This design comes from an exercise in tuning for small area on the open sky130 flow, not from production work.
In this exercise RTL edits were held to simulation tests only and were not proved equivalent to the original.
Power and IR drop assume default switching activity.

==> module addBK, before the edit <==
module addBK (input [31:0] a, input [31:0] b, input cin, output [31:0] sum, output [31:0] g, output [31:0] p, output [31:0] carry);
	assign g = a & b;
	assign p = a ^ b;
	wire [31:0] gg [0:9];
	wire [31:0] pp [0:9];
	assign gg[0] = {g[31:1], g[0] | (p[0] & cin)};
	assign pp[0] = p;
	genvar l, i;
	generate
		for (l = 1; l <= 5; l = l + 1) begin : up
			for (i = 0; i < 32; i = i + 1) begin : b
				if (((i + 1) % (1 << l)) == 0) begin : c
					assign gg[l][i] = gg[l-1][i] | (pp[l-1][i] & gg[l-1][i - (1 << (l-1))]);
					assign pp[l][i] = pp[l-1][i] & pp[l-1][i - (1 << (l-1))];
				end else begin : n
					assign gg[l][i] = gg[l-1][i];
					assign pp[l][i] = pp[l-1][i];
				end
			end
		end
		for (l = 6; l <= 9; l = l + 1) begin : dn
			for (i = 0; i < 32; i = i + 1) begin : b
				if (((i + 1) % (2 << (9 - l))) == (1 << (9 - l)) && i > (1 << (9 - l))) begin : c
					assign gg[l][i] = gg[l-1][i] | (pp[l-1][i] & gg[l-1][i - (1 << (9 - l))]);
					assign pp[l][i] = pp[l-1][i] & pp[l-1][i - (1 << (9 - l))];
				end else begin : n
					assign gg[l][i] = gg[l-1][i];
					assign pp[l][i] = pp[l-1][i];
				end
			end
		end
	endgenerate
	assign carry = gg[9];
	assign sum = p ^ {gg[9][30:0], cin};
endmodule
==> module shifter, before the edit <==
module shifter (input [31:0] in, input rev, input fill, input [4:0] amt, output [31:0] out);
	wire [31:0] x0, x1, x2, x3, x4;
	genvar i;
	generate for (i = 0; i < 32; i = i + 1) begin : r
		mx2i u (.a0(in[i]), .a1(in[31 - i]), .s(rev), .y(x0[i]));
	end endgenerate
	wire fn = ~fill;
	shStage #(16) s16 (.x(x0), .fill(fn),   .s(amt[4]), .y(x1));
	shStage #(8)  s8  (.x(x1), .fill(fill), .s(amt[3]), .y(x2));
	shStage #(4)  s4  (.x(x2), .fill(fn),   .s(amt[2]), .y(x3));
	shStage #(2)  s2  (.x(x3), .fill(fill), .s(amt[1]), .y(x4));
	shStage #(1)  s1  (.x(x4), .fill(fn),   .s(amt[0]), .y(out));
endmodule
==> module alu, before the edit <==
module alu (input signed [31:0] in1, input signed [31:0] in2, input [3:0] opCode, input [4:0] shiftAmt, output signed [31:0] result);
	wire isArith = (opCode == 4'd0) | (opCode == 4'd1);
	wire sub     = (opCode == 4'd1) | (opCode == 4'd7) | (opCode == 4'd8);
	wire isLogic = (opCode == 4'd2) | (opCode == 4'd3);
	wire isOr    = (opCode == 4'd3);
	wire isShl   = (opCode == 4'd4);
	wire isShr   = (opCode == 4'd5) | (opCode == 4'd6);
	wire isGt    = (opCode == 4'd7);
	wire isLt    = (opCode == 4'd8);
	wire [31:0] sum, g, p, carry;
	addBK add (.a(in1), .b(in2 ^ {32{sub}}), .cin(sub), .sum(sum), .g(g), .p(p), .carry(carry));
	wire c31 = carry[30];
	wire lt  = (in1[31] & ~in2[31]) | (in1[31] & ~c31) | (~in2[31] & ~c31);
	wire eq  = &p;
	wire gt  = ~lt & ~eq;
	wire [31:0] sh;
	shifter shr (.in(in1), .rev(isShl), .fill((opCode == 4'd6) & in1[31]), .amt(shiftAmt), .out(sh));
	genvar i;
	generate for (i = 0; i < 32; i = i + 1) begin : outb
		wire base = (isArith & sum[i]) | (isLogic & g[i]) | (isOr & p[i]) | (isShr & sh[i]) | (isShl & sh[31 - i]);
		if (i == 0) begin : b0
			assign result[i] = base | (isLt & lt) | (isGt & gt);
		end else begin : bn
			assign result[i] = base;
		end
	end endgenerate
endmodule
==> module registerFile, before the edit <==
module registerFile (input wrEnable, input [4:0] wrReg, input [31:0] wrData, input [4:0] rdReg1, output [31:0] rdData1, input [4:0] rdReg2, output [31:0] rdData2, input clk);
	reg [31:0] regFile [31:0];
	always @(posedge clk) begin if (wrEnable) begin regFile[wrReg] <= wrData; end end
	wire [31:0] sel1n = ~(32'd1 << rdReg1);
	wire [31:0] sel2n = ~(32'd1 << rdReg2);
	genvar i, j;
	generate for (j = 0; j < 32; j = j + 1) begin : bitcol
		wire [15:0] y1, y2;
		for (i = 0; i < 16; i = i + 1) begin : pr
			rdPair p1 (.q0(regFile[2*i][j]), .s0n(sel1n[2*i]), .q1(regFile[2*i+1][j]), .s1n(sel1n[2*i+1]), .y(y1[i]));
			rdPair p2 (.q0(regFile[2*i][j]), .s0n(sel2n[2*i]), .q1(regFile[2*i+1][j]), .s1n(sel2n[2*i+1]), .y(y2[i]));
		end
		assign rdData1[j] = ~|y1;
		assign rdData2[j] = ~|y2;
	end endgenerate
endmodule
==> module project, before the edit <==
module project (input wrEnable, input [4:0] wrReg, input [4:0] rdReg1, input [4:0] rdReg2, input clk, input [3:0] opCode, input [4:0] shiftAmt, output signed [31:0] result, input selCh, input [31:0] selData);
	wire [31:0] selected;
	wire signed [31:0] rdData1;
	wire signed [31:0] rdData2;
	registerFile regFile1 (wrEnable, wrReg, selected, rdReg1, rdData1, rdReg2, rdData2, clk);
	alu alu1 (rdData1, rdData2, opCode, shiftAmt, result);
	mux m1 (selCh, selData, result, selected);
endmodule
Settings: LEC_CHECK=0, CAP_MARGIN=20, CORE_MARGIN=2, CORE_UTILIZATION=40, SLEW_MARGIN=20, SYNTH_HIERARCHICAL=1; clock period 10.0 ns.
standard.sh (not shown) runs the stock make flow with config.mk's settings and CLKGATE_MAP_FILE= SYNTH_SCRIPT=/design/flow/synth_recipe.tcl, a recipe that flattens the netlist after the stock synthesis.
==> flow/flow/run.sh <==
#!/bin/bash
# The standard ORFS layout (standard.sh, with the standard synthesis), with
# these changes to how the layout is made:
#  - ports are buffered with buf_2 instead of the delay-cell buffer that
#    buffer_ports picks by default;
#  - clock tree synthesis uses clkbuf_8 for the tree and inserts no dummy
#    loads;
# make's full output goes to flow_make.log here; ORFS writes each step's log
# under orfs/logs/.
set -euo pipefail
bash standard.sh \
  "BUFFER_PORTS_ARGS=-buffer_cell sky130_fd_sc_hd__buf_2" \
  "CTS_ARGS=-sink_clustering_enable -repair_clock_nets -dont_use_dummy_load -buf_list sky130_fd_sc_hd__clkbuf_8 -sink_clustering_size 18 -sink_clustering_max_diameter 60" \
  finish > flow_make.log 2>&1
Rerun with:
--- a/flow/design.v
+++ b/flow/design.v
@@ -1,5 +1,5 @@
-module addBK (input [31:0] a, input [31:0] b, input cin, output [31:0] sum, output [31:0] g, output [31:0] p, output [31:0] carry);
-	assign g = a & b;
-	assign p = a ^ b;
+module addBK (input [31:0] an, input [31:0] bn, input cin, output [31:0] sum, output [31:0] g, output [31:0] p, output [31:0] carry);
+	assign g = ~(an | bn);
+	assign p = an ^ bn;
 	wire [31:0] gg [0:9];
 	wire [31:0] pp [0:9];
@@ -52,18 +52,18 @@
 	end endgenerate
 endmodule
-module shifter (input [31:0] in, input rev, input fill, input [4:0] amt, output [31:0] out);
+module shifter (input [31:0] inn, input rev, input fill, input [4:0] amt, output [31:0] outn);
 	wire [31:0] x0, x1, x2, x3, x4;
 	genvar i;
 	generate for (i = 0; i < 32; i = i + 1) begin : r
-		mx2i u (.a0(in[i]), .a1(in[31 - i]), .s(rev), .y(x0[i]));
+		mx2i u (.a0(inn[i]), .a1(inn[31 - i]), .s(rev), .y(x0[i]));
 	end endgenerate
 	wire fn = ~fill;
-	shStage #(16) s16 (.x(x0), .fill(fn),   .s(amt[4]), .y(x1));
-	shStage #(8)  s8  (.x(x1), .fill(fill), .s(amt[3]), .y(x2));
-	shStage #(4)  s4  (.x(x2), .fill(fn),   .s(amt[2]), .y(x3));
-	shStage #(2)  s2  (.x(x3), .fill(fill), .s(amt[1]), .y(x4));
-	shStage #(1)  s1  (.x(x4), .fill(fn),   .s(amt[0]), .y(out));
+	shStage #(16) s16 (.x(x0), .fill(fill), .s(amt[4]), .y(x1));
+	shStage #(8)  s8  (.x(x1), .fill(fn),   .s(amt[3]), .y(x2));
+	shStage #(4)  s4  (.x(x2), .fill(fill), .s(amt[2]), .y(x3));
+	shStage #(2)  s2  (.x(x3), .fill(fn),   .s(amt[1]), .y(x4));
+	shStage #(1)  s1  (.x(x4), .fill(fill), .s(amt[0]), .y(outn));
 endmodule
-module alu (input signed [31:0] in1, input signed [31:0] in2, input [3:0] opCode, input [4:0] shiftAmt, output signed [31:0] result);
+module alu (input [31:0] in1n, input [31:0] in2n, input [3:0] opCode, input [4:0] shiftAmt, output signed [31:0] result);
 	wire isArith = (opCode == 4'd0) | (opCode == 4'd1);
 	wire sub     = (opCode == 4'd1) | (opCode == 4'd7) | (opCode == 4'd8);
@@ -75,14 +75,16 @@
 	wire isLt    = (opCode == 4'd8);
 	wire [31:0] sum, g, p, carry;
-	addBK add (.a(in1), .b(in2 ^ {32{sub}}), .cin(sub), .sum(sum), .g(g), .p(p), .carry(carry));
+	addBK add (.an(in1n), .bn(in2n ^ {32{sub}}), .cin(sub), .sum(sum), .g(g), .p(p), .carry(carry));
 	wire c31 = carry[30];
-	wire lt  = (in1[31] & ~in2[31]) | (in1[31] & ~c31) | (~in2[31] & ~c31);
+	wire a31 = ~in1n[31];
+	wire b31 = ~in2n[31];
+	wire lt  = (a31 & ~b31) | (a31 & ~c31) | (~b31 & ~c31);
 	wire eq  = &p;
 	wire gt  = ~lt & ~eq;
-	wire [31:0] sh;
-	shifter shr (.in(in1), .rev(isShl), .fill((opCode == 4'd6) & in1[31]), .amt(shiftAmt), .out(sh));
+	wire [31:0] shn;
+	shifter shr (.inn(in1n), .rev(isShl), .fill((opCode == 4'd6) & a31), .amt(shiftAmt), .outn(shn));
 	genvar i;
 	generate for (i = 0; i < 32; i = i + 1) begin : outb
-		wire base = (isArith & sum[i]) | (isLogic & g[i]) | (isOr & p[i]) | (isShr & sh[i]) | (isShl & sh[31 - i]);
+		wire base = (isArith & sum[i]) | (isLogic & g[i]) | (isOr & p[i]) | (isShr & ~shn[i]) | (isShl & ~shn[31 - i]);
 		if (i == 0) begin : b0
 			assign result[i] = base | (isLt & lt) | (isGt & gt);
@@ -99,5 +101,5 @@
 	assign y = ~((q0 | s0n) & (q1 | s1n));
 endmodule
-module registerFile (input wrEnable, input [4:0] wrReg, input [31:0] wrData, input [4:0] rdReg1, output [31:0] rdData1, input [4:0] rdReg2, output [31:0] rdData2, input clk);
+module registerFile (input wrEnable, input [4:0] wrReg, input [31:0] wrData, input [4:0] rdReg1, output [31:0] rdData1n, input [4:0] rdReg2, output [31:0] rdData2n, input clk);
 	reg [31:0] regFile [31:0];
 	always @(posedge clk) begin if (wrEnable) begin regFile[wrReg] <= wrData; end end
@@ -111,14 +113,14 @@
 			rdPair p2 (.q0(regFile[2*i][j]), .s0n(sel2n[2*i]), .q1(regFile[2*i+1][j]), .s1n(sel2n[2*i+1]), .y(y2[i]));
 		end
-		assign rdData1[j] = ~|y1;
-		assign rdData2[j] = ~|y2;
+		assign rdData1n[j] = |y1;
+		assign rdData2n[j] = |y2;
 	end endgenerate
 endmodule
 module project (input wrEnable, input [4:0] wrReg, input [4:0] rdReg1, input [4:0] rdReg2, input clk, input [3:0] opCode, input [4:0] shiftAmt, output signed [31:0] result, input selCh, input [31:0] selData);
 	wire [31:0] selected;
-	wire signed [31:0] rdData1;
-	wire signed [31:0] rdData2;
-	registerFile regFile1 (wrEnable, wrReg, selected, rdReg1, rdData1, rdReg2, rdData2, clk);
-	alu alu1 (rdData1, rdData2, opCode, shiftAmt, result);
+	wire [31:0] rdData1n;
+	wire [31:0] rdData2n;
+	registerFile regFile1 (wrEnable, wrReg, selected, rdReg1, rdData1n, rdReg2, rdData2n, clk);
+	alu alu1 (rdData1n, rdData2n, opCode, shiftAmt, result);
 	mux m1 (selCh, selData, result, selected);
 endmodule
Combinational power is about the same.
Via count is about the same.
Routed wire length came out lower by 4.4%.
Area after synthesis stays flat.
Non-clock buffer count came out higher by 31.
Hold slack gets better by 0.060 ns.
Total power came out higher by 0.52%.
Cell area came out higher by 1.5%.

port drivers added, routing unchanged:
The flow's constraints put no driver on any port. The routed layouts listed below were extracted and timed again, unchanged, in two steps. Step 1 assumes that a clkbuf_16 drives the clock port and a buf_2 every other input. Step 2, shift: input delay + t, output delay - t, t = (earliest + latest rising clock arrival at the registers) / 2. This alone moves slack from input paths to output paths. a / b / c = ideal / step 1 / step 2; a / b = the first two.
| run | t (ns) | setup slack, ns | worst setup path at the end | clock arrival spread, ns | slew at the worst register clock pin (ns) |
|---|---|---|---|---|---|
| the first run | 0.811 | 0.347 / 0.245 / 0.245 | input to output | 0.100 / 0.099 | 0.11 / 0.11 |
| the second run | 0.794 | 0.076 / -0.013 / -0.013 | input to output | 0.145 / 0.144 | 0.12 / 0.12 |
With both steps, setup timing fails in the second run, where it was met with ideal ports. For the first run, which loses most, drivers alone change the setup slack by -0.102 ns; drivers and shift together by -0.102 ns.
